Background: an optimization exercise with open tools, aiming at small area. Do not read the settings as production practice. Only simulation tests tie the RTL to the original design; equivalence was not proved. Power figures rest on the tool's default switching activity, not on a simulated workload.

[run.sh]
#!/bin/bash
# synth_recipe.tcl (not shown) runs the flow's synth.tcl, then flattens the netlist and writes it again
# the make line also repeats each setting of config.mk as NAME=value (left out here)
make -C /OpenROAD-flow-scripts/flow DESIGN_CONFIG=/design/flow/config.mk WORK_HOME=/design/flow/orfs CLKGATE_MAP_FILE= SYNTH_SCRIPT=/design/flow/synth_recipe.tcl finish
[config.mk]
export PLATFORM = sky130hd
export DESIGN_NAME = health_monitor
export DESIGN_NICKNAME = health_monitor
export VERILOG_FILES = /design/flow/design.v
export SDC_FILE = /design/flow/constraint.sdc
export NUM_CORES = 4
export LEC_CHECK = 0
export ABC_AREA = 1
export CAP_MARGIN = 20
export CORE_MARGIN = 2
export CORE_UTILIZATION = 40
export CTS_BUF_LIST = sky130_fd_sc_hd__clkbuf_4
export SLEW_MARGIN = 20
[constraint.sdc]
create_clock -name core_clock -period 20.0 [get_ports {clk}]
set_input_delay 4.0000 -clock core_clock [delete_from_list [all_inputs] [get_ports {clk}]]
set_output_delay 4.0000 -clock core_clock [all_outputs]
set_load 0.01 [all_outputs]
[design.v]
module avg_4(
    input  logic [7:0] count1, count2, count3, count4,
    output logic [7:0] pulseavg
    );
    logic [7:0] x1, k1;              
    logic [8:0] u, v, w, x2, k2;     
    logic [9:0] p, g, cc, sum;
    always_comb begin
        x1 = count1 ^ count2 ^ count3;
        k1 = (count1 & count2) | (count1 & count3) | (count2 & count3);
        u = {1'b0, x1};
        v = {1'b0, count4};
        w = {k1, 1'b0};
        x2 = u ^ v ^ w;
        k2 = (u & v) | (u & w) | (v & w);
        p = {1'b0, x2};
        g = {k2, 1'b0};
        cc[0] = 1'b0;
        for (int i = 0; i < 9; i++)
            cc[i+1] = (p[i] & g[i]) | (p[i] & cc[i]) | (g[i] & cc[i]);
        sum = p ^ g ^ cc;
    end
    assign pulseavg = sum[9:2];
endmodule
module counter_bcd(input logic clk, rst, count0,
                   output logic carry);
   logic [2:0] s;
   always_ff @(posedge clk)
     if (rst) s <= '0;
     else s <= {s[1], s[0], ~(s[2] | s[1])};
   assign carry = count0 & s[2] & ~s[1];
endmodule
module debounce(input logic clk, pb, output logic pb_debounced);
   logic       pb_q1, pb_q2;
   logic [4:0] count;           
   always_ff @(posedge clk) begin
      pb_q1 <= pb;
      pb_q2 <= pb_q1;
      if (count[4]) pb_debounced <= pb_q2;
      if (pb_q1 ^ pb_q2) count <= '0;
      else if (!count[4]) count <= count + 5'd1;
   end
endmodule
module pd_counter (input logic clk, clr, enb,
                   output logic [7:0] q);
   always_ff @(posedge clk)
     if (clr) q <= '0;
     else if (enb && (q != 8'hff)) q <= q + 8'd1;
endmodule
module pd_to_bpm(input logic [7:0] a, output logic [9:0] y);
  logic n19, n20, n21, n22, n23, n24, n25, n26, n27, n28;
  logic n29, n30, n32, n33, n34, n35, n36, n37, n39, n40;
  logic n41, n42, n43, n44, n45, n46, n47, n48, n49, n50;
  logic n51, n52, n53, n54, n55, n56, n58, n59, n61, n62;
  logic n63, n64, n65, n66, n67, n68, n69, n70, n71, n72;
  logic n73, n74, n75, n76, n77, n78, n79, n80, n81, n82;
  logic n83, n84, n85, n86, n87, n88, n89, n90, n91, n92;
  logic n93, n94, n95, n96, n97, n98, n99, n100, n101, n102;
  logic n103, n104, n105, n106, n107, n108, n109, n111, n112, n114;
  logic n115, n116, n117, n118, n119, n120, n121, n122, n123, n124;
  logic n125, n126, n127, n128, n129, n130, n131, n132, n133, n134;
  logic n135, n136, n137, n138, n139, n140, n141, n142, n143, n144;
  logic n145, n146, n147, n148, n149, n150, n151, n152, n153, n154;
  logic n155, n156, n157, n158, n159, n160, n161, n162, n163, n164;
  logic n165, n166, n167, n168, n169, n170, n171, n172, n173, n174;
  logic n175, n176, n177, n178, n179, n180, n181, n182, n183, n184;
  logic n186, n187, n188, n189, n190, n191, n192, n193, n194, n195;
  logic n196, n197, n198, n199, n200, n201, n202, n203, n204, n205;
  logic n206, n207, n208, n209, n210, n211, n212, n213, n214, n215;
  logic n216, n217, n218, n219, n220, n221, n222, n223, n225, n227;
  logic n228, n229, n230, n231, n232, n233, n234, n235, n236, n237;
  logic n238, n239, n240, n241, n242, n243, n244, n245, n246, n247;
  logic n248, n249, n250, n251, n252, n253, n254, n255, n256, n257;
  logic n258, n259, n260, n261, n262, n263, n264, n265, n266, n267;
  logic n268, n269, n270, n271, n272, n273, n274, n275, n276, n277;
  logic n278, n279, n280, n281, n282, n283, n284, n285;
  assign n19 = ~a[3] & ~a[2];
  assign n20 = a[4] & n19;
  assign n21 = a[4] & a[3];
  assign n22 = a[0] & n21;
  assign n23 = ~n20 & ~n22;
  assign n24 = a[3] & ~a[2];
  assign n25 = ~a[1] & ~n24;
  assign n26 = ~n23 & ~n25;
  assign n27 = ~a[5] & ~n26;
  assign n28 = ~a[5] & ~a[2];
  assign n29 = ~n27 & ~n28;
  assign n30 = ~a[7] & ~a[6];
  assign y[9] = ~n29 & n30;
  assign n32 = ~a[1] & ~a[0];
  assign n33 = a[3] & a[2];
  assign n34 = a[4] & n33;
  assign n35 = ~n32 & n34;
  assign n36 = a[5] & n35;
  assign n37 = n30 & ~n36;
  assign y[8] = n29 & n37;
  assign n39 = n29 & n35;
  assign n40 = ~a[4] & ~n33;
  assign n41 = ~n39 & ~n40;
  assign n42 = ~a[2] & ~a[1];
  assign n43 = ~a[4] & ~a[3];
  assign n44 = ~n42 & ~n43;
  assign n45 = ~a[6] & ~a[5];
  assign n46 = ~a[6] & ~n42;
  assign n47 = ~n45 & ~n46;
  assign n48 = ~n44 & ~n47;
  assign n49 = ~a[6] & n40;
  assign n50 = a[3] & n49;
  assign n51 = a[6] & a[5];
  assign n52 = a[6] & ~n40;
  assign n53 = ~n51 & ~n52;
  assign n54 = ~n50 & n53;
  assign n55 = ~n48 & n54;
  assign n56 = ~a[7] & n55;
  assign y[7] = ~n41 & n56;
  assign n58 = ~n21 & n45;
  assign n59 = ~a[7] & ~n55;
  assign y[6] = n58 | n59;
  assign n61 = a[5] & ~a[4];
  assign n62 = a[6] & n19;
  assign n63 = ~a[6] & a[2];
  assign n64 = ~a[3] & a[1];
  assign n65 = n63 & ~n64;
  assign n66 = ~n62 & ~n65;
  assign n67 = a[2] & a[0];
  assign n68 = ~a[3] & ~n67;
  assign n69 = ~a[2] & a[1];
  assign n70 = a[2] & ~a[1];
  assign n71 = ~n69 & ~n70;
  assign n72 = n68 & ~n71;
  assign n73 = n66 & ~n72;
  assign n74 = n61 & ~n73;
  assign n75 = ~a[7] & a[6];
  assign n76 = a[5] & n75;
  assign n77 = n21 & ~n42;
  assign n78 = n76 & ~n77;
  assign n79 = ~n74 & n78;
  assign n80 = a[1] & a[0];
  assign n81 = ~a[5] & a[3];
  assign n82 = n80 & ~n81;
  assign n83 = a[2] & ~n43;
  assign n84 = ~n82 & n83;
  assign n85 = a[6] & ~n19;
  assign n86 = ~a[5] & ~n85;
  assign n87 = ~n84 & ~n86;
  assign n88 = ~a[7] & ~n34;
  assign n89 = ~n22 & n88;
  assign n90 = ~n87 & n89;
  assign n91 = ~n79 & ~n90;
  assign n92 = a[5] & a[4];
  assign n93 = a[3] & ~a[0];
  assign n94 = ~a[1] & ~n93;
  assign n95 = ~n92 & ~n94;
  assign n96 = ~a[2] & n80;
  assign n97 = ~n95 & ~n96;
  assign n98 = a[3] & a[1];
  assign n99 = n30 & ~n98;
  assign n100 = ~n97 & n99;
  assign n101 = n91 & ~n100;
  assign n102 = a[5] & n20;
  assign n103 = n101 & n102;
  assign n104 = n21 & n69;
  assign n105 = ~n52 & ~n104;
  assign n106 = ~a[5] & ~n105;
  assign n107 = a[7] & ~n58;
  assign n108 = ~n74 & ~n107;
  assign n109 = ~n106 & n108;
  assign y[5] = n103 | ~n109;
  assign n111 = ~n39 & ~n107;
  assign n112 = n53 & ~n111;
  assign y[4] = ~n101 | n112;
  assign n114 = ~n19 & n32;
  assign n115 = ~n83 & n114;
  assign n116 = ~a[3] & n32;
  assign n117 = ~a[4] & ~n116;
  assign n118 = a[3] & ~a[1];
  assign n119 = a[2] & ~n118;
  assign n120 = n117 & ~n119;
  assign n121 = ~a[3] & ~n42;
  assign n122 = a[4] & n121;
  assign n123 = n75 & ~n122;
  assign n124 = ~n120 & n123;
  assign n125 = ~n29 & n124;
  assign n126 = n21 & ~n70;
  assign n127 = y[9] & ~n126;
  assign n128 = ~n125 & ~n127;
  assign n129 = ~n115 & ~n128;
  assign n130 = a[3] & ~n46;
  assign n131 = ~a[1] & n34;
  assign n132 = ~n32 & n88;
  assign n133 = ~n131 & ~n132;
  assign n134 = ~n130 & ~n133;
  assign n135 = a[7] & a[6];
  assign n136 = ~n30 & ~n135;
  assign n137 = ~n20 & n136;
  assign n138 = ~n117 & n137;
  assign n139 = ~n134 & ~n138;
  assign n140 = a[7] & ~n69;
  assign n141 = ~n80 & ~n140;
  assign n142 = n77 & ~n141;
  assign n143 = ~a[7] & ~a[0];
  assign n144 = ~a[4] & ~a[2];
  assign n145 = n143 & n144;
  assign n146 = a[5] & ~n145;
  assign n147 = ~n142 & ~n146;
  assign n148 = n139 & ~n147;
  assign n149 = ~a[1] & a[0];
  assign n150 = ~n21 & n149;
  assign n151 = ~n32 & ~n80;
  assign n152 = a[2] & ~n151;
  assign n153 = a[4] & ~n94;
  assign n154 = ~n152 & n153;
  assign n155 = ~n150 & ~n154;
  assign n156 = n51 & n98;
  assign n157 = n155 & n156;
  assign n158 = ~a[5] & ~n98;
  assign n159 = ~n152 & ~n158;
  assign n160 = n49 & ~n159;
  assign n161 = ~n157 & ~n160;
  assign n162 = ~n148 & n161;
  assign n163 = ~n129 & n162;
  assign n164 = a[5] & a[2];
  assign n165 = ~a[0] & ~n28;
  assign n166 = ~n164 & ~n165;
  assign n167 = y[7] & ~n166;
  assign n168 = ~a[5] & ~n21;
  assign n169 = a[7] & ~n92;
  assign n170 = ~n168 & n169;
  assign n171 = a[4] & ~n91;
  assign n172 = ~a[7] & n80;
  assign n173 = ~n21 & n172;
  assign n174 = ~a[6] & ~n173;
  assign n175 = ~n68 & n76;
  assign n176 = ~n34 & ~n40;
  assign n177 = ~n175 & ~n176;
  assign n178 = ~n174 & ~n177;
  assign n179 = a[2] & n61;
  assign n180 = n64 & n179;
  assign n181 = ~n178 & ~n180;
  assign n182 = ~n171 & ~n181;
  assign n183 = ~n170 & ~n182;
  assign n184 = ~n167 & n183;
  assign y[3] = n163 & ~n184;
  assign n186 = ~n42 & n76;
  assign n187 = ~n40 & n51;
  assign n188 = ~n186 & ~n187;
  assign n189 = ~n21 & ~n32;
  assign n190 = a[2] & n189;
  assign n191 = ~a[2] & ~n189;
  assign n192 = ~n190 & ~n191;
  assign n193 = ~y[5] & n192;
  assign n194 = ~n188 & ~n193;
  assign n195 = ~n119 & n142;
  assign n196 = ~a[4] & n70;
  assign n197 = ~n150 & ~n196;
  assign n198 = ~a[7] & ~n197;
  assign n199 = ~a[0] & n126;
  assign n200 = ~a[6] & ~n199;
  assign n201 = ~n19 & ~n33;
  assign n202 = n140 & n201;
  assign n203 = a[1] & n145;
  assign n204 = ~n202 & ~n203;
  assign n205 = n200 & n204;
  assign n206 = ~n198 & n205;
  assign n207 = ~n195 & n206;
  assign n208 = ~n194 & ~n207;
  assign n209 = ~n118 & ~n149;
  assign n210 = y[7] & ~n209;
  assign n211 = n27 & ~n210;
  assign n212 = n184 & n211;
  assign n213 = ~y[3] & ~n212;
  assign n214 = n208 & n213;
  assign n215 = a[3] & n213;
  assign n216 = a[7] & ~n32;
  assign n217 = a[5] & ~n216;
  assign n218 = ~a[7] & ~n149;
  assign n219 = a[4] & n216;
  assign n220 = ~n218 & ~n219;
  assign n221 = ~n217 & n220;
  assign n222 = ~n208 & n221;
  assign n223 = ~n215 & n222;
  assign y[1] = n214 | n223;
  assign n225 = n100 & y[1];
  assign y[2] = ~n163 | n225;
  assign n227 = ~a[3] & n42;
  assign n228 = n208 & ~n227;
  assign n229 = n177 & n221;
  assign n230 = ~n228 & n229;
  assign n231 = a[1] & ~n135;
  assign n232 = ~n143 & ~n231;
  assign n233 = ~n177 & n232;
  assign n234 = ~a[0] & n62;
  assign n235 = n19 & n172;
  assign n236 = ~n234 & ~n235;
  assign n237 = ~n233 & n236;
  assign n238 = ~n230 & n237;
  assign n239 = n61 & ~n238;
  assign n240 = n67 & n134;
  assign n241 = a[7] & a[0];
  assign n242 = ~a[4] & ~n93;
  assign n243 = ~n241 & n242;
  assign n244 = a[6] & ~n243;
  assign n245 = n155 & n244;
  assign n246 = a[7] & ~n64;
  assign n247 = ~n245 & ~n246;
  assign n248 = ~n240 & n247;
  assign n249 = ~a[5] & ~n248;
  assign n250 = ~n58 & ~n249;
  assign n251 = ~a[4] & ~a[1];
  assign n252 = n24 & ~n251;
  assign n253 = ~a[6] & ~n196;
  assign n254 = ~n252 & n253;
  assign n255 = a[6] & n201;
  assign n256 = ~n254 & ~n255;
  assign n257 = a[4] & ~a[0];
  assign n258 = ~n69 & ~n257;
  assign n259 = n68 & n258;
  assign n260 = a[7] & ~n259;
  assign n261 = ~n256 & n260;
  assign n262 = ~n213 & n261;
  assign n263 = ~n250 & ~n262;
  assign n264 = ~n66 & n121;
  assign n265 = ~a[7] & n24;
  assign n266 = ~n79 & ~n265;
  assign n267 = a[1] & ~n266;
  assign n268 = ~n264 & ~n267;
  assign n269 = ~a[0] & ~n268;
  assign n270 = n33 & ~n80;
  assign n271 = ~n139 & n270;
  assign n272 = ~n32 & ~n62;
  assign n273 = ~n136 & ~n272;
  assign n274 = ~a[3] & ~n149;
  assign n275 = n75 & ~n274;
  assign n276 = n118 & ~n241;
  assign n277 = ~n63 & ~n276;
  assign n278 = ~n275 & n277;
  assign n279 = ~n273 & n278;
  assign n280 = a[6] & n118;
  assign n281 = n92 & ~n280;
  assign n282 = ~n279 & n281;
  assign n283 = ~n271 & n282;
  assign n284 = ~n269 & ~n283;
  assign n285 = ~n263 & n284;
  assign y[0] = n239 | ~n285;
endmodule
module pulse_fsm(
    input  logic        clk,
    input  logic [11:0] din,
    output logic        pulse
    );
    logic din_gt_hi, din_gt_lo;
    assign din_gt_hi = (din > 12'd2100);
    assign din_gt_lo = (din > 12'd2000);
    always_ff @(posedge clk)
        if (pulse) pulse <= din_gt_lo;
        else pulse <= din_gt_hi;
endmodule
module reg_enb (input logic clk, enb,
                input  logic [7:0] d,
                output logic [7:0] c1, c2, c3, c4);
   always_ff @(posedge clk)
     if (enb) begin
        c1 <= d;
        c2 <= c1;
        c3 <= c2;
        c4 <= c3;
     end
endmodule
module sevenseg_hex (input logic [3:0] a,
                     output logic [6:0] segs_n );
   logic [6:0] segs;
   always_comb
     case (a)
       4'h0 : segs = 7'b111_1110;
       4'h1 : segs = 7'b011_0000;
       4'h2 : segs = 7'b110_1101;
       4'h3 : segs = 7'b111_1001;
       4'h4 : segs = 7'b011_0011;
       4'h5 : segs = 7'b101_1011;
       4'h6 : segs = 7'b101_1111;
       4'h7 : segs = 7'b111_0000;
       4'h8 : segs = 7'b111_1111;
       4'h9 : segs = 7'b111_0011;
       4'ha : segs = 7'b111_0111;
       4'hb : segs = 7'b001_1111;
       4'hc : segs = 7'b000_1101;
       4'hd : segs = 7'b011_1101;
       4'he : segs = 7'b100_1111;
       default : segs = 7'b100_0111;
     endcase
   assign segs_n = ~segs;
endmodule
module sevenseg_control( input logic clk, rst,
                         input  logic [9:0] bcd,    
                         output logic [2:0] count,
                         output logic [7:0] anode_n,
                         output logic [6:0] segs_n,
                         output logic dp_n );
   logic [3:0] dsel;
   always_ff @(posedge clk)
     if (rst) count <= '0;
     else count <= count + 3'd1;
   assign dp_n = 1'b1;
   assign anode_n = {5'b11111, count != 3'd2, count != 3'd1, count != 3'd0};
   always_comb
     case (count)
       3'd0: dsel = bcd[3:0];
       3'd1: dsel = bcd[7:4];
       3'd2: dsel = {2'b00, bcd[9:8]};
       default: dsel = 4'd0;
     endcase
   sevenseg_hex U_SEVENSEG(.a(dsel), .segs_n);
endmodule
module single_pulser(input logic clk, din, output logic d_pulse);
   logic dq1, dq2;
   always_ff @(posedge clk) begin
      dq1 <= din;
      dq2 <= dq1;
   end
   assign d_pulse = dq1 & ~dq2;
endmodule
module thermometer_decode(
    input  logic [3:0]  d,
    output logic [15:0] y
    );
    always_comb begin
        for (int i = 0; i < 16; i++)
            y[i] = (d >= i);
        y[3] = (d >= 4);
    end
endmodule
module pulse_monitor (
    input  logic       clk, rst, pulse_in, count0,
    output logic [9:0] bcd
);
   logic [7:0] count, count1, count2, count3, count4, pulseavg;
   logic       pulse_db, pulse_sp, cy, clr;
   debounce U_PDB(.clk, .pb(pulse_in), .pb_debounced(pulse_db));
   single_pulser U_PULSE (.clk, .din(pulse_db), .d_pulse(pulse_sp));
   counter_bcd U_PRESCALE(.clk, .rst, .count0, .carry(cy));
   assign clr = rst | pulse_sp;
   pd_counter U_COUNT (.clk, .clr, .enb(cy), .q(count));
   reg_enb U_HIST (.clk, .enb(clr), .d(count), .c1(count1), .c2(count2),
                   .c3(count3), .c4(count4));
   avg_4 U_AVERAGE(.count1, .count2, .count3, .count4, .pulseavg);
   pd_to_bpm U_PD_TO_BPM (.a(pulseavg), .y(bcd));
endmodule
module health_monitor(
    input  logic        clk,
    input  logic        rst,
    input  logic [11:0] adc_data,    
    output logic [15:0] led,         
    output logic        pulse,       
    output logic [6:0]  segs_n,
    output logic [7:0]  anode_n,
    output logic        dp_n
    );
    logic [9:0] bcd;                 
    logic [2:0] count;               
    logic       pre_a, pre_b;        
    thermometer_decode U_THERM(.d(adc_data[11:8]), .y(led));
    pulse_fsm U_PFSM(.clk, .din(adc_data), .pulse);
    pulse_monitor U_PULSEMONITOR(.clk, .rst, .pulse_in(pulse), .count0(count[0]),
                                 .bcd);
    sevenseg_control U_SSC(.clk, .rst, .bcd, .count, .anode_n, .segs_n, .dp_n);
endmodule
==> summary.md, run 1 <==
| Metric | Value |
|---|---|
| Async set-reset flop share out of synthesis | `0%` |
| Area fraction in compound gates after synthesis | `around a tenth` |
| Instance count after placement with tap cells included | `712` |
| Number of max-cap violations | `0` |
| Sort of element at the start of the critical path | `register` |
| Setup TNS | `0 ns` |
| Share of power burned in registers | `16.6%` |
| IR drop worst, VDD | `between 150 and 200 uV` |
| Die Span X | `108.3 um` |
| Global-route congestion overflow total | `0` |
| IO buf count | `39` |
| Maximum number of pins on one net before global-route repair | `27` |
| # resized after CTS | `0` |
| Average cell area after synthesis | `8.031 um2` |
| Total setup buffers inserted after CTS | `0` |
| Cell row count | `38` |
| Depth of the CTS H-tree | `3` |
| Area of the die | `11730 um2` |
| Wire length of the first global-routing pass | `15.56 mm` |
| Min-Delay Startpoint | `U_PULSEMONITOR.U_PULSE.dq1$_DFF_P_` |
| Routed length per instance | `13.10 um` |
| Most used standard cells in the synthesized netlist | `102 x sky130_fd_sc_hd__inv_1, 100 x sky130_fd_sc_hd__nand2_1, 44 x sky130_fd_sc_hd__nor2_1, 33 x sky130_fd_sc_hd__edfxtp_1, 32 x sky130_fd_sc_hd__nand3_1` |
| Relative contribution of the clock network to total power | `9.8%` |
| Internal reg-to-reg setup slack | `18.03 ns` |
| Hold violation total from the final report | `0` |
| Normalized max-slew margin | `55.68%` |
| Worst Max-Slew Pin Slew | `0.6640 ns` |
| Synthesized instance count | `542` |
| Simple-gate share of the synthesized area | `24.63%` |
| Run status | `finished clean` |
| Count of unique library cells instantiated by Yosys | `between 50 and 60` |
| Yosys top cell area share | `roughly 23%` |
| Hold buffer count at cts | `0` |
| Clock input transition at the sequential cells of the worst setup and hold paths | `about 0.090 ns` |
| Data required time at the worst endpoint | `16.00 ns` |
| Leading cell type by number of instances after synthesis | `sky130_fd_sc_hd__inv_1` |
| Initial core utilization | `40.51%` |
| Layout overhead on the synthesized area | `13.51%` |
| Antenna Violating Nets Remaining | `0` |
| Worst Hold End | `U_PULSEMONITOR.U_PULSE.dq2$_DFF_P_` |
| Number of antenna violations at the first check in global routing | `1` |
| Final std cells w/o fill | `729` |
| Vias after detailed routing | `3606` |
| Syn Std Cell Area | `4353 um2` |
| Post-route DRC | `0` |
| Number of flops mapped to enable cells by yosys | `33` |
| Power share of the combinational group | `73.6%` |
| Clock latency (worst-skew pair) | `around 0.38 ns` |
| DRT Pass-1 Iters | `7` |
| Final cycle utilization of the critical path | `roughly 59%` |
| Net switching power figure | `about 0.00042 W` |
| Flops & latches, synth | `57` |
| Detailed-route vias per instance | `4.947` |
| Startpoint of the worst-slack reg-to-reg timing path | `U_PULSEMONITOR.U_COUNT.q[0]$_SDFFE_PP0P_` |
| Post-synthesis mux area share | `0%` |
| Critical-path top delay cell | `sky130_fd_sc_hd__fa_1` |
| Setup Crit Path Kind | `reg2out` |
| Die extent in y | `roughly 110 um` |
| Post-synthesis xor/xnor area fraction | `0.8048%` |
| Power density over the cells | `166.0 nW/um2` |
| Overall routed net length | `9.550 mm` |
| Data arrival at the endpoint of the critical path | `7.83 ns` |
| Largest family of logic cells by synthesized area | `simple AND/OR/NAND/NOR gates` |
| Number of fill cells in the layout | `approximately 1100` |
| CTS buffer count | `9` |
| Max Fclk | `0.08451 GHz` |
| Total of warnings raised by yosys | `10` |
| Synth Area in Adders | `between 15 and 20%` |
| Final weighted congestion in routability-driven placement | `0.9874` |
| CP most frequent cell | `sky130_fd_sc_hd__nand2_1` |
| Fraction of the yosys area taken by sequential cells | `33.80%` |
| Top fanout value on the critical path | `13` |
| Register-to-Register Path Depth | `8` |
| Max clock buf depth | `2` |
| Int Power | `0.0003989 W` |
| Setup repair after global routing missed its margin | `false` |
| Detail Placement HPWL | `roughly 7.6 mm` |
| Switching Share | `51.37%` |
| Post-layout nets | `644` |
| Worst Skew | `0.008650 ns` |
| Core Area | `10750 um2` |
| Depth of the worst hold-timing path | `0` |
| Min Hold Slack | `0.3540 ns` |
| Largest stage delay on the critical path | `roughly 0.83 ns` |
| Via count of the first global-routing pass | `3490` |
| Leading cell types by total area after synthesis | `sky130_fd_sc_hd__edfxtp_1 23%, sky130_fd_sc_hd__dfxtp_1 11%, sky130_fd_sc_hd__fa_1 10%` |
| Final number of max-transition violations | `0` |
| Pleak | `between 2 and 2.5 nW` |
| Element type at the critical path end | `output pin` |
| First-iteration detailed-routing DRC count | `about 200` |
| Leading area contributor after synthesis | `sky130_fd_sc_hd__edfxtp_1` |
| Clock tree from TritonCTS | `done` |
| Clock net sink count | `between 50 and 60` |
| FF-to-FF End | `U_PULSEMONITOR.U_COUNT.q[4]$_SDFFE_PP0P_` |
| Fin crit period | `11.83 ns` |
| Cell at the root of the clock tree | `sky130_fd_sc_hd__clkbuf_4` |
| Top_reg_cell synth | `sky130_fd_sc_hd__edfxtp_1` |
| Classification of the worst-slack hold path | `reg2reg` |
| Final-report setup violation count | `0` |
| Fraction of final layout cells sized beyond drive strength 1 | `10.37%` |
| Io pins | `47` |
| GR Util All Layers | `17.02%` |
metal layers:
layer  up-vias  share of wire (%)  GRT usage (%)  wire [um]
met5         -                  0              0          0
met4         0                4.3          9.890        413
met3        32                6.0          2.954        574
met2       153                 49          29.78       4696
met1      1620                 40          19.50       3866
li1       1801                  -              -          -
worst max-delay path: cells and delay by family (launching register included):
family | cells | cell delay [ns]
AOI/OAI and AO/OA | 3 | 0.46
adders and majority gates | 11 | 3.91
buffers and inverters | 9 | 1.36
DFF | 1 | 0.44
and+or+nand+nor | 16 | 1.27
power groups by stage:
stage                     Clock [W]  Combinational [W]  Sequential, W
after floorplan                   0           0.000437       0.000138
after global placement            0           0.000602       0.000139
after detailed placement          0           0.000594       0.000139
after CTS                 0.0000838           0.000596       0.000137
after global routing      0.0000875           0.000669       0.000137
final                     0.0000804           0.000603       0.000136
worst max-delay path by stage:
stage / start / to / slack, ns / depth (start not counted)
floorplan: U_PULSEMONITOR.U_HIST.c1[2]$_DFFE_PP_ / segs_n[3] / 9.96 / 39
global placement: U_PULSEMONITOR.U_HIST.c1[2]$_DFFE_PP_ / segs_n[0] / 8.79 / 36
detailed placement: U_PULSEMONITOR.U_HIST.c1[1]$_DFFE_PP_ / segs_n[3] / 8.58 / 40
CTS: U_PULSEMONITOR.U_HIST.c1[1]$_DFFE_PP_ / segs_n[4] / 8.11 / 39
global route: U_PULSEMONITOR.U_HIST.c1[1]$_DFFE_PP_ / segs_n[4] / 7.60 / 39
finish: U_PULSEMONITOR.U_HIST.c1[1]$_DFFE_PP_ / segs_n[4] / 8.17 / 39
through the flow:
step                      utilization (%)  worst slack [ns]  instance area, um2  total power, W
after floorplan                         -             9.961                4375       0.0005748
after global placement              44.71             8.791                4805       0.0007406
after detailed placement            44.71             8.576                4805       0.0007333
after CTS                           45.96             8.110                4938       0.0008166
after global routing                45.98             7.597                4941       0.0008935
final                               45.98             8.167                4941       0.0008202
layout by cell type (no fill, tap or decap), types with 2 or more instances in the layout:
cell type and n:
sky130_fd_sc_hd__fa_1 22, sky130_fd_sc_hd__clkinv_1 3, sky130_fd_sc_hd__nor2_4 3, sky130_fd_sc_hd__or2_2 4, sky130_fd_sc_hd__o21ai_1 2, sky130_fd_sc_hd__nand3b_1 3
sky130_fd_sc_hd__nor3_1 8, sky130_fd_sc_hd__xor2_1 3, sky130_fd_sc_hd__a21oi_1 28, sky130_fd_sc_hd__a21oi_2 2, sky130_fd_sc_hd__nand3_1 32, sky130_fd_sc_hd__nand3_2 5
sky130_fd_sc_hd__clkdlybuf4s50_1 39, sky130_fd_sc_hd__o211ai_1 2, sky130_fd_sc_hd__conb_1 7, sky130_fd_sc_hd__nor2_1 44, sky130_fd_sc_hd__clkinv_2 2, sky130_fd_sc_hd__inv_1 102
sky130_fd_sc_hd__o21ai_2 2, sky130_fd_sc_hd__nand4_1 7, sky130_fd_sc_hd__nand2_1 100, sky130_fd_sc_hd__nor2_2 4, sky130_fd_sc_hd__o21ai_0 29, sky130_fd_sc_hd__edfxtp_1 33
sky130_fd_sc_hd__inv_2 4, sky130_fd_sc_hd__nand2_2 15, sky130_fd_sc_hd__ha_1 25, sky130_fd_sc_hd__clkbuf_4 12, sky130_fd_sc_hd__dfxtp_1 24
sequential cells by signal, indices dropped and copies added (netlist names):
name                               count
U_PULSEMONITOR.U_HIST.c1               8
U_PFSM.pulse                           1
U_PULSEMONITOR.U_HIST.c4               8
U_PULSEMONITOR.U_PDB.pb_q2             1
U_PULSEMONITOR.U_PDB.pb_debounced      1
U_PULSEMONITOR.U_PULSE.dq2             1
U_PULSEMONITOR.U_PULSE.dq1             1
U_PULSEMONITOR.U_COUNT.q               8
U_PULSEMONITOR.U_PDB.pb_q1             1
U_SSC.count                            3
U_PULSEMONITOR.U_PRESCALE.s            3
U_PULSEMONITOR.U_HIST.c2               8
U_PULSEMONITOR.U_PDB.count             5
U_PULSEMONITOR.U_HIST.c3               8
logic make-up (layout without fill, tap and decap cells):
| logic type | Yosys count | in the layout |
|---|---|---|
| other cells | 1 | 8 |
| flops | 57 | 57 |
| fa+ha+maj | 47 | 47 |
| buf+inv | 126 | 166 |
| compound gates | 77 | 77 |
| xor+xnor | 4 | 4 |
| simple gates | 230 | 230 |
area by class of cell:
cell class                 count  area, um2  area share, %
multi-input combinational    365       2340          47.35
sequential                    57       1471          29.78
inverter                     110      420.4          8.508
timing repair buffer          40      397.9          8.053
tap                          140      175.2          3.545
clock buffer                  12      90.09          1.823
clock inverter                 4      43.79         0.8863
antenna                        1      2.502        0.05065
==> inputs of run 2 (changes only) <==
--- a/config.mk
+++ b/config.mk
@@ -6,8 +6,6 @@
 export NUM_CORES = 4
 export LEC_CHECK = 0
-export ABC_AREA = 1
 export CAP_MARGIN = 20
 export CORE_MARGIN = 2
 export CORE_UTILIZATION = 40
-export CTS_BUF_LIST = sky130_fd_sc_hd__clkbuf_4
 export SLEW_MARGIN = 20
==> run 2 against run 1 <==
  * Sequential share of layout area increased by 0.17 points
  * Synthesized cell count down 17%
  * Global-route usage up 0.16 points
  * Design area decreased by 0.58%
  * Maximum frequency down 5.3%
  * Via count down 6.2%
  * Clock power up 39%
  * Hold slack worse by 0.0067 ns
  * Still clean on timing, DRC and antenna
  * Sequential power is essentially flat
  * Flip-flop and latch count unchanged
  * Setup slack got worse by 0.67 ns
==> summary.md, run 2 <==
| Metric | Value |
|---|---|
| IR drop worst, VDD | `122.1 uV (-21%)` |
| Overall routed net length | `9.507 mm (-0.45%)` |
| Element type at the critical path end | `output pin` |
| Top Family by Delay on Critical Path | `adder cells` |
| Worst Skew | `0.006504 ns (-0.002146 ns)` |
| Die extent in y | `107.2 um (-1.0%)` |
| Post-layout nets | `543 (-16%)` |
| Sort of element at the start of the critical path | `register` |
| Synthesized instance count | `451 (-17%)` |
| Io pins | `47 (unchanged)` |
| Setup repair after global routing missed its margin | `false` |
| DRT Pass-1 Iters | `5 (-2)` |
| Number of buffers and inverters on the critical path | `8 (-1)` |
| # resized after CTS | `0 (unchanged)` |
| Relative contribution of the clock network to total power | `13.6% (+3.8 points)` |
| Detail Placement HPWL | `7.159 mm (-5.6%)` |
| Run status | `finished clean` |
| Share of power burned in registers | `16.1% (-0.5 points)` |
| Core Area | `10320 um2 (-3.9%)` |
| Total setup buffers inserted after CTS | `0 (unchanged)` |
| Initial core utilization | `41.29% (+0.78 points)` |
| Number of max-cap violations | `0 (unchanged)` |
| Via count of the first global-routing pass | `3297 (-5.5%)` |
| Leading cell type in the layout, fill and taps excluded | `sky130_fd_sc_hd__inv_1` |
| Final std cells w/o fill | `623 (-15%)` |
| Cell row count | `37 (-2.6%)` |
| Max Fclk | `0.07999 GHz (-5.3%)` |
| Total of warnings raised by yosys | `10 (unchanged)` |
| Clock net sink count | `57 (unchanged)` |
| Final weighted congestion in routability-driven placement | `0.9545 (-3.3%)` |
| Depth of the CTS H-tree | `3 (unchanged)` |
| Count of unique library cells instantiated by Yosys | `71 (+37%)` |
| Fraction of final layout cells sized beyond drive strength 1 | `6.160% (-4.2 points)` |
| First-iteration detailed-routing DRC count | `240 (+19%)` |
| Cell at the root of the clock tree | `sky130_fd_sc_hd__clkbuf_8` |
| Fin crit period | `12.50 ns (+0.6687 ns)` |
| Clock latency (worst-skew pair) | `0.33 ns (-0.05 ns)` |
| Classification of the worst-slack hold path | `reg2reg` |
| Power share of the combinational group | `70.2% (-3.4 points)` |
| Final number of max-transition violations | `0 (unchanged)` |
| Final-report setup violation count | `0 (unchanged)` |
| GR Util All Layers | `17.18% (+0.16 points)` |
| Hold violation total from the final report | `0 (unchanged)` |
| Syn Std Cell Area | `4263 um2 (-2.1%)` |
| Flops & latches, synth | `57 (unchanged)` |
| Largest stage delay on the critical path | `1.02 ns (+0.19 ns)` |
| Number of antenna violations at the first check in global routing | `0 (-1)` |
| Instance count after placement with tap cells included | `607 (-15%)` |
| Leading area contributor after synthesis | `sky130_fd_sc_hd__edfxtp_1` |
| Switching Share | `46.85% (-4.5 points)` |
| Hold buffer count at cts | `0 (unchanged)` |
| IO buf count | `39 (unchanged)` |
| Top_reg_cell synth | `sky130_fd_sc_hd__edfxtp_1` |
| Number of flops mapped to enable cells by yosys | `33 (unchanged)` |
| Worst Max-Slew Pin Slew | `0.9724 ns (+0.3084 ns)` |
| CP most frequent cell | `sky130_fd_sc_hd__fa_1` |
| Fraction of the yosys area taken by sequential cells | `34.52% (+0.71 points)` |
| Antenna Violating Nets Remaining | `0 (unchanged)` |
| Average cell area after synthesis | `9.452 um2 (+18%)` |
| Critical-path top delay cell | `sky130_fd_sc_hd__fa_1` |
| Final cycle utilization of the critical path | `62.51% (+3.3 points)` |
| Global-route congestion overflow total | `0 (unchanged)` |
| Number of fill cells in the layout | `982 (-10%)` |
| Most used standard cells in the synthesized netlist | `56 x sky130_fd_sc_hd__inv_1, 33 x sky130_fd_sc_hd__edfxtp_1, 30 x sky130_fd_sc_hd__nor2_1, 27 x sky130_fd_sc_hd__o21ai_0, 26 x sky130_fd_sc_hd__nand2_1` |
| Normalized max-slew margin | `35.17% (-21 points)` |
| Net switching power figure | `0.0003866 W (-8.2%)` |
| CTS buffer count | `9 (unchanged)` |
| Routed length per instance | `15.26 um (+16%)` |
| Async set-reset flop share out of synthesis | `0% (unchanged)` |
| Setup Crit Path Kind | `reg2out` |
| Most frequent cells in the layout | `56 x sky130_fd_sc_hd__inv_1, 39 x sky130_fd_sc_hd__clkdlybuf4s50_1, 33 x sky130_fd_sc_hd__edfxtp_1` |
| Area of the die | `11500 um2 (-2.0%)` |
| Clock input transition at the sequential cells of the worst setup and hold paths | `0.07 ns (-0.02 ns)` |
| Wire length of the first global-routing pass | `15.70 mm (+0.89%)` |
| Layout overhead on the synthesized area | `15.23%` |
| Vias after detailed routing | `3381 (-6.2%)` |
| Clock tree from TritonCTS | `done` |
| Yosys top cell area share | `23.25% (+0.48 points)` |
| Data arrival at the endpoint of the critical path | `8.50 ns (+0.67 ns)` |
| Max clock buf depth | `2 (unchanged)` |
| Post-route DRC | `0 (unchanged)` |
| Data required time at the worst endpoint | `16.00 ns (about the same)` |
| Die Span X | `107.2 um (-1.0%)` |
| Ant. Diodes | `0 (-1)` |
| Leading cell types by total area after synthesis | `sky130_fd_sc_hd__edfxtp_1 23%, sky130_fd_sc_hd__dfxtp_1 11%, sky130_fd_sc_hd__fa_1 10%` |
| Leading cell type by number of instances after synthesis | `sky130_fd_sc_hd__inv_1` |
| Pleak | `1.999 nW (-13%)` |
| Top fanout value on the critical path | `23 (+10)` |
| Setup TNS | `0 ns (unchanged)` |
| Power density over the cells | `168.0 nW/um2 (+1.2%)` |
| Int Power | `0.0004386 W (+10%)` |
| Detailed-route vias per instance | `5.427 (+9.7%)` |
| Maximum number of pins on one net before global-route repair | `41 (+52%)` |
run 2: worst paths after layout:
path	from	to	slack, ns	depth (start not counted)
worst max-delay path	U_PULSEMONITOR.U_HIST.c1[1]$_DFFE_PP_	segs_n[3]	7.50	30
worst max register to register	U_PULSEMONITOR.U_COUNT.q[0]$_SDFFE_PP0P_	U_PULSEMONITOR.U_COUNT.q[5]$_SDFFE_PP0P_	17.64	7
worst min-delay path	U_PULSEMONITOR.U_PDB.pb_debounced$_DFFE_PP_	U_PULSEMONITOR.U_PULSE.dq1$_DFF_P_	0.35	0
worst min register to register	U_PULSEMONITOR.U_PDB.pb_debounced$_DFFE_PP_	U_PULSEMONITOR.U_PULSE.dq1$_DFF_P_	0.35	0
run 2: logic make-up (layout without fill, tap and decap cells):
kind of cell	Yosys count	in the layout	synth area share, %
AND/OR/NAND/NOR	127	127	15.79
AO/OA/AOI/OAI	117	117	19.11
buffers and inverters	83	113	8.658
flip-flops	57	57	34.52
adder cells (fa/ha/maj)	48	48	17.90
XOR/XNOR	11	11	2.260
multiplexers	7	7	1.673
other	1	7	0.08797
run 2: final cells by class:
class / count / area (um2) / area share, %
clock inverter: 6 / 82.58 / 1.681
tap: 136 / 170.2 / 3.464
multi-input combinational: 317 / 2445 / 49.77
clock buffer: 10 / 127.6 / 2.598
inverter: 56 / 210.2 / 4.279
timing repair buffer: 41 / 405.4 / 8.253
sequential: 57 / 1471 / 29.95
run 2: power by group through the flow:
| stage | Combinational, W | Clock, W | Sequential, W |
|---|---|---|---|
| 2_1_floorplan | 0.000400 | 0 | 0.000135 |
| 3_3_place_gp | 0.000572 | 0 | 0.000135 |
| 3_5_place_dp | 0.000566 | 0 | 0.000136 |
| 4_1_cts | 0.000569 | 0.000116 | 0.000133 |
| 5_1_grt | 0.000630 | 0.000121 | 0.000134 |
| 6_report | 0.000580 | 0.000112 | 0.000133 |
run 2: worst register-to-register path: stages (launching register included):
cell,delay (ns)
sky130_fd_sc_hd__dfxtp_1,0.34
sky130_fd_sc_hd__ha_1,0.24
sky130_fd_sc_hd__nand3_1,0.09
sky130_fd_sc_hd__nor2_1,0.06
sky130_fd_sc_hd__nor3_1,0.66
sky130_fd_sc_hd__nand4_1,0.37
sky130_fd_sc_hd__or3_1,0.40
sky130_fd_sc_hd__a21oi_1,0.13
run 2: layer usage:
layer	wire (um)	up-vias	global-route usage [%]
li1	-	1629	-
met3	578	23	3.040
met2	4591	127	28.25
met1	4080	1602	21.73
met4	256	0	8.534
met5	0	-	0
run 2: metrics by stage:
step	total power [W]	hold WS, ns	setup WS, ns	cell area, um2	util [%]
final	0.0008252	0.3473	7.498	4912	47.58
after global routing	0.0008853	0.3597	6.847	4912	47.58
after CTS	0.0008181	0.3547	7.538	4912	47.58
after detailed placement	0.0007019	0.3393	7.938	4702	45.55
after global placement	0.0007076	0.3272	8.164	4702	45.55
after floorplan	0.0005348	0.3233	9.091	4285	-
==> inputs of run 3 (changes only) <==
==> flow/run.sh (new file) <==
#!/bin/bash
# Own layout flow.
#  1. the standard synthesis (standard.sh synth), unchanged.
#  2. The combinational logic between the standard synthesis's registers is
#     re-mapped for area with ABC (reopt.ys / reopt.abc).  Registers (their
#     instance names and cell types), full adders and tie cells are kept as
#     they are; only the gates between them are rebuilt.
#  3. The standard ORFS layout from floorplan to finish on that netlist, with
#     every port still buffered (by buf_1) and a clock tree built without
#     dummy loads.
# Each tool's output goes to a log_*.log file in the work folder.
set -euo pipefail
W=$(pwd)
R=$W/orfs/results/$FLOW_PLATFORM/health_monitor/base
YOSYS=${YOSYS_EXE:-$FLOW_HOME/../tools/install/yosys/bin/yosys}
[[ -x $YOSYS ]] || YOSYS=$(command -v yosys)
LIB=$FLOW_HOME/platforms/$FLOW_PLATFORM/lib/sky130_fd_sc_hd__tt_025C_1v80.lib

bash standard.sh synth > $W/log_1_standard_synth.log 2>&1
cp $R/1_2_yosys.v $W/synth_standard.v

# cells kept as they are: registers, full adders and tie cells
KEEP=$(grep -oE 'sky130_fd_sc_hd__(df|edf|sdf|dl|conb|fa_)[a-z0-9_]*' $W/synth_standard.v | sort -u | tr '\n' ' ')
sed -e "s#@LIB@#$LIB#g" -e "s#@KEEP@#$KEEP#g" -e "s#@IN@#$W/synth_standard.v#g" \
    -e "s#@OUT@#$W/synth_reopt.v#g" -e "s#@ABC@#$W/flow/reopt.abc#g" \
    -e "s#@TOP@#$FLOW_TOP#g" $W/flow/reopt.ys > $W/reopt_run.ys
$YOSYS -s $W/reopt_run.ys > $W/log_2_reopt.log 2>&1
cp $W/synth_reopt.v $R/1_2_yosys.v

bash standard.sh \
  "BUFFER_PORTS_ARGS=-buffer_cell sky130_fd_sc_hd__buf_1" \
  "CTS_ARGS=-sink_clustering_enable -repair_clock_nets -dont_use_dummy_load" \
  finish > $W/log_3_layout.log 2>&1
==> flow/reopt.abc (new file) <==
strash
&get -n
&deepsyn -T 120
&put
dch
map -a
topo
==> flow/reopt.ys (new file) <==
read_liberty -ignore_miss_func @LIB@
setattr -mod -set blackbox 1 @KEEP@
read_verilog @IN@
hierarchy -top @TOP@
flatten
opt_clean -purge
abc -liberty @LIB@ -dont_use sky130_fd_sc_hd__clkinv_1 -dont_use sky130_fd_sc_hd__clkbuf_1 -script @ABC@
opt_clean -purge
splitnets
opt_clean -purge
stat -liberty @LIB@
write_verilog -noattr -noexpr -nohex -nodec @OUT@
==> standard.sh (new file) <==
#!/bin/bash
# synth_recipe.tcl (not shown) runs the flow's synth.tcl, then flattens the netlist and writes it again
# the make line also repeats each setting of config.mk as NAME=value (left out here)
make -C /OpenROAD-flow-scripts/flow DESIGN_CONFIG=/design/flow/config.mk WORK_HOME=/design/flow/orfs CLKGATE_MAP_FILE= SYNTH_SCRIPT=/design/flow/synth_recipe.tcl "${@:-finish}"
removed: run.sh
==> run 3 against run 2 <==
  * Synthesized area is 18% lower
  * Non-clock buffer count stayed put
  * Largest cell class unchanged
  * First-iteration DRC count is 19% lower
  * Die area is 18% lower
  * Combinational power is 35% lower
  * Final cell count is 6.4% lower
  * Clock skew is 0.015 ns higher
  * Hold slack worse by 0.0043 ns
  * Register-to-register slack better by 0.43 ns
  * Critical endpoint is now segs_n[0]
  * Routed wire length is 10% lower
==> summary.md, run 3 <==
| Metric | Value |
|---|---|
| Area of the die | `9461 um2 (-18%)` |
| Fraction of final layout cells sized beyond drive strength 1 | `2.947% (-3.2 points)` |
| Cell row count | `34 (-8.1%)` |
| First-iteration detailed-routing DRC count | `194 (-19%)` |
| Max Fclk | `0.08155 GHz (+1.9%)` |
| Total setup buffers inserted after CTS | `0 (unchanged)` |
| Hold violation total from the final report | `0 (unchanged)` |
| DRT Pass-1 Iters | `6 (+1)` |
| Final number of max-transition violations | `0 (unchanged)` |
| Depth of the CTS H-tree | `3 (unchanged)` |
| Final cycle utilization of the critical path | `61.31% (-1.2 points)` |
| Data arrival at the endpoint of the critical path | `8.26 ns (-0.24 ns)` |
| Final-report setup violation count | `0 (unchanged)` |
| Setup TNS | `0 ns (unchanged)` |
| Maximum number of pins on one net before global-route repair | `41 (unchanged)` |
| Number of fill cells in the layout | `843 (-14%)` |
| Average cell area after synthesis | `8.305 um2 (-12%)` |
| Classification of the worst-slack hold path | `reg2reg` |
| Total of warnings raised by yosys | `10 (unchanged)` |
| Max clock buf depth | `2 (unchanged)` |
| GR Util All Layers | `18.49% (+1.3 points)` |
| Depth of the worst hold-timing path | `0 (unchanged)` |
| Worst Skew | `0.02190 ns (+0.01539 ns)` |
| Via count of the first global-routing pass | `2985 (-9.5%)` |
| Overall routed net length | `8.540 mm (-10%)` |
| Setup Crit Path Kind | `reg2out` |
| Number of max-cap violations | `0 (unchanged)` |
| Power density over the cells | `148.1 nW/um2 (-12%)` |
| # resized after CTS | `0 (unchanged)` |
| Leading cell type in the layout, fill and taps excluded | `sky130_fd_sc_hd__inv_1` |
| Normalized max-slew margin | `22.96% (-12 points)` |
| Final core occ | `45.92% (-1.7 points)` |
| Post-route DRC | `0 (unchanged)` |
| CTS buffer count | `9 (unchanged)` |
| Min Hold Slack | `0.3429 ns (-0.004329 ns)` |
| IO buf count | `39 (unchanged)` |
| Hold buffer count at cts | `0 (unchanged)` |
| Data required time at the worst endpoint | `16.00 ns (about the same)` |
| FF-to-FF End | `U_PULSEMONITOR.U_COUNT.q[6]$_SDFFE_PP0P_` |
| Clock input transition at the sequential cells of the worst setup and hold paths | `0.07 ns (about the same)` |
| Clock tree from TritonCTS | `done` |
| Layout overhead on the synthesized area | `13.41%` |
| Fin crit period | `12.26 ns (-0.2387 ns)` |
| Wire length of the first global-routing pass | `13.84 mm (-12%)` |
| Die extent in y | `97.27 um (-9.3%)` |
| Internal reg-to-reg setup slack | `18.07 ns (+0.43 ns)` |
| Pleak | `1.636 nW (-18%)` |
| Core Area | `8593 um2 (-17%)` |
| Routed length per instance | `14.65 um (-4.0%)` |
| Most frequent cells in the layout | `88 x sky130_fd_sc_hd__inv_1, 71 x sky130_fd_sc_hd__nor2_1, 46 x sky130_fd_sc_hd__nand2_1` |
| Syn Std Cell Area | `3480 um2 (-18%)` |
| IR drop worst, VDD | `57.93 uV (-53%)` |
| Total power draw | `0.0005844 W (-29%)` |
| Cell at the root of the clock tree | `sky130_fd_sc_hd__clkbuf_8` |
| Sort of element at the start of the critical path | `register` |
| Antenna Violating Nets Remaining | `0 (unchanged)` |
| Worst Max-Slew Pin Slew | `1.126 ns (+0.1540 ns)` |
| Io pins | `47 (unchanged)` |
| Register-to-Register Path Depth | `12 (+5)` |
| Largest stage delay on the critical path | `0.98 ns (-0.04 ns)` |
| Global-route congestion overflow total | `0 (unchanged)` |
| Post-layout nets | `513 (-5.5%)` |
| Detailed-route vias per instance | `5.460 (+0.60%)` |
| Top fanout value on the critical path | `12 (-48%)` |
| Element type at the critical path end | `output pin` |
| Setup repair after global routing missed its margin | `false` |
| Initial core utilization | `40.49% (-0.80 points)` |
| Run status | `finished clean` |
| Clock latency (worst-skew pair) | `0.33 ns (about the same)` |
| Die Span X | `97.27 um (-9.3%)` |
| Final weighted congestion in routability-driven placement | `0.9781 (+2.5%)` |
| Worst Hold End | `U_PULSEMONITOR.U_PULSE.dq2$_DFF_P_` |
| Min-Delay Startpoint | `U_PULSEMONITOR.U_PULSE.dq1$_DFF_P_` |
| Vias after detailed routing | `3183 (-5.9%)` |
| Synthesized instance count | `419 (-7.1%)` |
| Number of antenna violations at the first check in global routing | `0 (unchanged)` |
| Critical-path top delay cell | `sky130_fd_sc_hd__a2111oi_0` |
| Ant. Diodes | `0 (unchanged)` |
| Detail Placement HPWL | `6.570 mm (-8.2%)` |
| Startpoint of the worst-slack reg-to-reg timing path | `U_SSC.count[0]$_SDFF_PP0_` |
| Clock net sink count | `57 (unchanged)` |
## run 3: cell count changes in the layout (fill, tap and decap cells not counted), sizes merged, moves of 23 or more
cell	before	now
buf	2	41
clkdlybuf4s50	39	0
ha	25	0
inv	56	88
nor2	30	71
nor3	5	28
## run 3: area by class of cell
type	instances	area [um2]	share of cell area [%]
Clock buffer	9	123.9	3.139
Inverter	88	330.3	8.370
Multi-Input combinational cell	280	1712	43.37
Sequential cell	57	1471	37.29
Tap cell	108	135.1	3.424
Timing Repair Buffer	41	173.9	4.407
## run 3: how the worst max path moves through the flow
stage / startpoint / end / slack [ns] / cells after the start
3_3_place_gp: U_PULSEMONITOR.U_HIST.c1[2]$_DFFE_PP_ / segs_n[0] / 8.18 / 34
4_1_cts: U_PULSEMONITOR.U_HIST.c1[2]$_DFFE_PP_ / segs_n[0] / 8.00 / 34
3_5_place_dp: U_PULSEMONITOR.U_HIST.c1[2]$_DFFE_PP_ / segs_n[0] / 8.40 / 34
5_1_grt: U_PULSEMONITOR.U_HIST.c1[2]$_DFFE_PP_ / segs_n[0] / 7.17 / 34
2_1_floorplan: U_PULSEMONITOR.U_HIST.c1[1]$_DFFE_PP_ / segs_n[0] / 9.56 / 36
6_report: U_PULSEMONITOR.U_HIST.c1[2]$_DFFE_PP_ / segs_n[0] / 7.74 / 34
## run 3: metal layers
layer | vias to the layer above | global-route usage, % | wire length, um
met2 | 178 | 29.54 | 3966
met3 | 59 | 4.173 | 667
li1 | 1507 | - | -
met4 | 0 | 13.35 | 501
met1 | 1439 | 21.93 | 3404
met5 | - | 0 | 0
## run 3: power by group
part | switching [W] | internal, W | total, W
logic | 0.000264 | 0.000111 | 0.000375
registers | 0.00000297 | 0.000129 | 0.000132
clock network | 0.0000372 | 0.0000397 | 0.0000769
total | 0.000305 | 0.000280 | 0.000584
## run 3: through the flow
step | instances | area [um2] | worst slack [ns]
2_1_floorplan | 425 | 3502 | 9.564
4_1_cts | 582 | 3926 | 8.002
3_5_place_dp | 573 | 3802 | 8.399
6_report | 583 | 3946 | 7.737
5_1_grt | 583 | 3946 | 7.168
3_3_place_gp | 573 | 3802 | 8.180
## run 3: worst max-delay path: cells and delay by family, from the launching register on
| family | cells | cell delay [ns] |
|---|---|---|
| adder cells (fa/ha/maj) | 7 | 3.04 |
| AO/OA/AOI/OAI | 4 | 1.68 |
| AND/OR/NAND/NOR | 15 | 1.91 |
| buffers and inverters | 8 | 0.87 |
| flip-flops | 1 | 0.43 |
==> inputs of run 4 (changes only) <==
--- a/flow/run.sh
+++ b/flow/run.sh
@@ -30,4 +30,4 @@
 bash standard.sh \
   "BUFFER_PORTS_ARGS=-buffer_cell sky130_fd_sc_hd__buf_1" \
-  "CTS_ARGS=-sink_clustering_enable -repair_clock_nets -dont_use_dummy_load" \
+  "CTS_ARGS=-sink_clustering_enable -repair_clock_nets -dont_use_dummy_load -buf_list sky130_fd_sc_hd__clkbuf_4 -sink_clustering_size 30 -sink_clustering_max_diameter 100" \
   finish > $W/log_3_layout.log 2>&1
--- a/flow/reopt.ys
+++ b/flow/reopt.ys
@@ -9,4 +9,6 @@
 splitnets
 opt_clean -purge
+# nets named after the flattened cells' pins get plain names
+rename -hide w:_*.*
 stat -liberty @LIB@
 write_verilog -noattr -noexpr -nohex -nodec @OUT@
==> run 4 against run 3 <==
  * Critical path type unchanged
  * Global-route usage is 1.1 points lower
  * Non-clock buffer count decreased by 1
  * Sequential power about the same
  * First-iteration DRC count grew 3.1%
  * Clock power is 28% lower
  * Critical path depth increased by 2
  * Design area fell by 3.0%
==> summary.md, run 4 <==
| Metric | Value |
|---|---|
| Run status | `finished clean` |
| Final-report setup violation count | `0 (unchanged)` |
| Sort of element at the start of the critical path | `register` |
| Element type at the critical path end | `output pin` |
| Die extent in y | `96.88 um (-0.40%)` |
| Vias after detailed routing | `3070 (-3.6%)` |
| Final number of max-transition violations | `0 (unchanged)` |
| Total of warnings raised by yosys | `10 (unchanged)` |
| Data required time at the worst endpoint | `16.00 ns (about the same)` |
| Depth of the worst hold-timing path | `0 (unchanged)` |
| Syn Std Cell Area | `3451 um2 (-0.83%)` |
| Power density over the cells | `144.3 nW/um2 (-2.6%)` |
| Final core occ | `46.10% (+0.18 points)` |
| Clock tree from TritonCTS | `done` |
| Number of buffers and inverters on the critical path | `10 (+2)` |
| IR drop worst, VDD | `45.99 uV (-21%)` |
| Classification of the worst-slack hold path | `reg2reg` |
| Average cell area after synthesis | `8.355 um2 (+0.61%)` |
| Hold violation total from the final report | `0 (unchanged)` |
| Cell at the root of the clock tree | `sky130_fd_sc_hd__clkbuf_4` |
| Core Area | `8299 um2 (-3.4%)` |
| Top fanout value on the critical path | `14 (+2)` |
| Ant. Diodes | `0 (unchanged)` |
| Final std cells w/o fill | `573 (-1.7%)` |
| Wire length of the first global-routing pass | `13.48 mm (-2.6%)` |
| Cell row count | `33 (-2.9%)` |
| Setup slack of the critical path after layout | `8.560 ns (+0.8226 ns)` |
| Initial core utilization | `41.58% (+1.1 points)` |
| Fraction of final layout cells sized beyond drive strength 1 | `2.564% (-0.38 points)` |
| Most frequent cells in the layout | `81 x sky130_fd_sc_hd__inv_1, 80 x sky130_fd_sc_hd__nor2_1, 39 x sky130_fd_sc_hd__nand2_1, 39 x sky130_fd_sc_hd__buf_1, 33 x sky130_fd_sc_hd__edfxtp_1` |
| Number of antenna violations at the first check in global routing | `0 (unchanged)` |
| Overall routed net length | `7.796 mm (-8.7%)` |
| Layout overhead on the synthesized area | `10.88%` |
| First-iteration detailed-routing DRC count | `200 (+3.1%)` |
| Clock input transition at the sequential cells of the worst setup and hold paths | `0.10 ns (+0.03 ns)` |
| Fin crit period | `11.44 ns (-0.8226 ns)` |
| Io pins | `47 (unchanged)` |
| Reg area | `1471 um2 (unchanged)` |
| Min-Delay Startpoint | `U_PULSEMONITOR.U_PULSE.dq1$_DFF_P_` |
| Post-layout nets | `506 (-1.4%)` |
| DRT Pass-1 Iters | `5 (-1)` |
| Depth of the CTS H-tree | `3 (unchanged)` |
| Area of the die | `9386 um2 (-0.80%)` |
| Detail Placement HPWL | `5.988 mm (-8.9%)` |
| Global-route congestion overflow total | `0 (unchanged)` |
| Instance count after placement with tap cells included | `564 (-1.6%)` |
| Number of fill cells in the layout | `833 (-1.2%)` |
| Pleak | `1.579 nW (-3.5%)` |
| Hold buffer count at cts | `0 (unchanged)` |
| Critical-path top delay cell | `sky130_fd_sc_hd__fa_1` |
| Via count of the first global-routing pass | `2999 (+0.47%)` |
| Max clock buf depth | `2 (unchanged)` |
| Setup repair after global routing missed its margin | `false` |
| Number of max-cap violations | `0 (unchanged)` |
| Synthesized instance count | `413 (-1.4%)` |
| Antenna Violating Nets Remaining | `0 (unchanged)` |
| Critical path origin | `U_PULSEMONITOR.U_HIST.c1[2]$_DFFE_PP_` |
| Number of cells on the critical path | `36 (+5.9%)` |
| Top Family by Delay on Critical Path | `adder cells` |
| Clock latency (worst-skew pair) | `0.38 ns (+0.05 ns)` |
| Normalized max-slew margin | `46.19% (+23 points)` |
| Final cycle utilization of the critical path | `57.20% (-4.1 points)` |
| Area taken by multi-input logic gates | `1698 um2 (-0.80%)` |
| Internal reg-to-reg setup slack | `18.09 ns (+0.02 ns)` |
| Worst Hold End | `U_PULSEMONITOR.U_PULSE.dq2$_DFF_P_` |
| Maximum number of pins on one net before global-route repair | `32 (-22%)` |
| IO buf count | `39 (unchanged)` |
| Register-to-Register Path Depth | `10 (-2)` |
| Final weighted congestion in routability-driven placement | `0.9360 (-4.3%)` |
| Setup TNS | `0 ns (unchanged)` |
| GR Util All Layers | `17.39% (-1.1 points)` |
| Post-route DRC | `0 (unchanged)` |
| Clock net sink count | `57 (unchanged)` |
| Max Fclk | `0.08741 GHz (+7.2%)` |
| Die Span X | `96.88 um (-0.40%)` |
| Total setup buffers inserted after CTS | `0 (unchanged)` |
| FF-to-FF End | `U_PULSEMONITOR.U_COUNT.q[7]$_SDFFE_PP0P_` |
| Routed length per instance | `13.61 um (-7.1%)` |
| Startpoint of the worst-slack reg-to-reg timing path | `U_SSC.count[0]$_SDFF_PP0_` |
| Worst Max-Slew Pin Slew | `0.7868 ns (-0.3396 ns)` |
| Leading cell type in the layout, fill and taps excluded | `sky130_fd_sc_hd__inv_1` |
| Largest stage delay on the critical path | `0.56 ns (-0.42 ns)` |
| Worst setup slack before clock tree synthesis | `9.018 ns (+0.6189 ns)` |
| Detailed-route vias per instance | `5.358 (-1.9%)` |
| # resized after CTS | `0 (unchanged)` |
| Data arrival at the endpoint of the critical path | `7.44 ns (-0.82 ns)` |
| Setup Crit Path Kind | `reg2out` |
| Min Hold Slack | `0.3369 ns (-0.006055 ns)` |
| CTS buffer count | `9 (unchanged)` |
| Worst Skew | `0.03400 ns (+0.01210 ns)` |
[run 4: worst max path at each step]
stage	endpoint	slack (ns)
floorplan	segs_n[0]	9.82
global placement	segs_n[0]	8.89
detailed placement	segs_n[0]	9.02
CTS	segs_n[0]	8.58
global route	segs_n[0]	7.87
finish	segs_n[0]	8.56
[run 4: stage by stage]
stage / area [um2] / power, W
CTS: 3826 / 0.0005454
global placement: 3759 / 0.0005002
detailed placement: 3759 / 0.0004881
global route: 3826 / 0.0006000
floorplan: 3473 / 0.0003938
finish: 3826 / 0.0005520
[run 4: routing by layer]
| layer | up-vias | track usage [%] | part of all wire, % |
|---|---|---|---|
| li1 | 1496 | - | - |
| met4 | 0 | 10.62 | 3.7 |
| met5 | - | 0 | 0 |
| met2 | 154 | 27.51 | 48 |
| met3 | 26 | 4.263 | 7.1 |
| met1 | 1394 | 21.41 | 42 |
[run 4: layout make-up]
class	count	share of cell area [%]
flip-flops and latches	57	38.46
inverters	81	7.946
multi-input cells	281	44.38
clock buffers	9	1.766
well taps	105	3.434
repair buffers	40	4.022
[run 4: worst reg2reg max path: stages, from the launching register on]
cell	delay (ns)
sky130_fd_sc_hd__dfxtp_1	0.41
sky130_fd_sc_hd__nand3_1	0.18
sky130_fd_sc_hd__nor3_1	0.31
sky130_fd_sc_hd__inv_1	0.10
sky130_fd_sc_hd__nor2_1	0.17
sky130_fd_sc_hd__nand2_1	0.09
sky130_fd_sc_hd__nor2_1	0.18
sky130_fd_sc_hd__nand2_1	0.10
sky130_fd_sc_hd__nor2_1	0.16
sky130_fd_sc_hd__nor2_1	0.06
sky130_fd_sc_hd__nor2_1	0.08
[run 4: where the power goes]
group          internal (W)  switching (W)  leakage [nW]
registers          0.000129     0.00000284         0.539
clock network     0.0000209      0.0000344        0.0414
logic              0.000113       0.000252         0.998

[what the ideal ports hide]
The flow's constraints put no driver on any port. The routed layouts listed below were extracted and timed again, unchanged, in two steps. Step 1, drivers: a clkbuf_16 drives clk and a buf_2 each remaining input, both assumed. Step 2, shift: input delay + t, output delay - t, t = (earliest + latest rising clock arrival at the registers) / 2. This alone moves slack from input paths to output paths. Three values: ideal ports, drivers, drivers and shift; two values: the first two.
run	t (ns)	setup WS [ns]	worst data-port slew with drivers (ns)	pins driven straight from the clock port
run 1	0.408	8.167 / 8.139 / 8.547	0.03	1
run 2	0.351	7.498 / 7.471 / 7.822	0.03	1
run 3	0.349	7.737 / 7.708 / 8.057	0.03	1
run 4	0.388	8.560 / 8.534 / 8.922	0.03	1
After both steps every run listed still meets setup and hold.
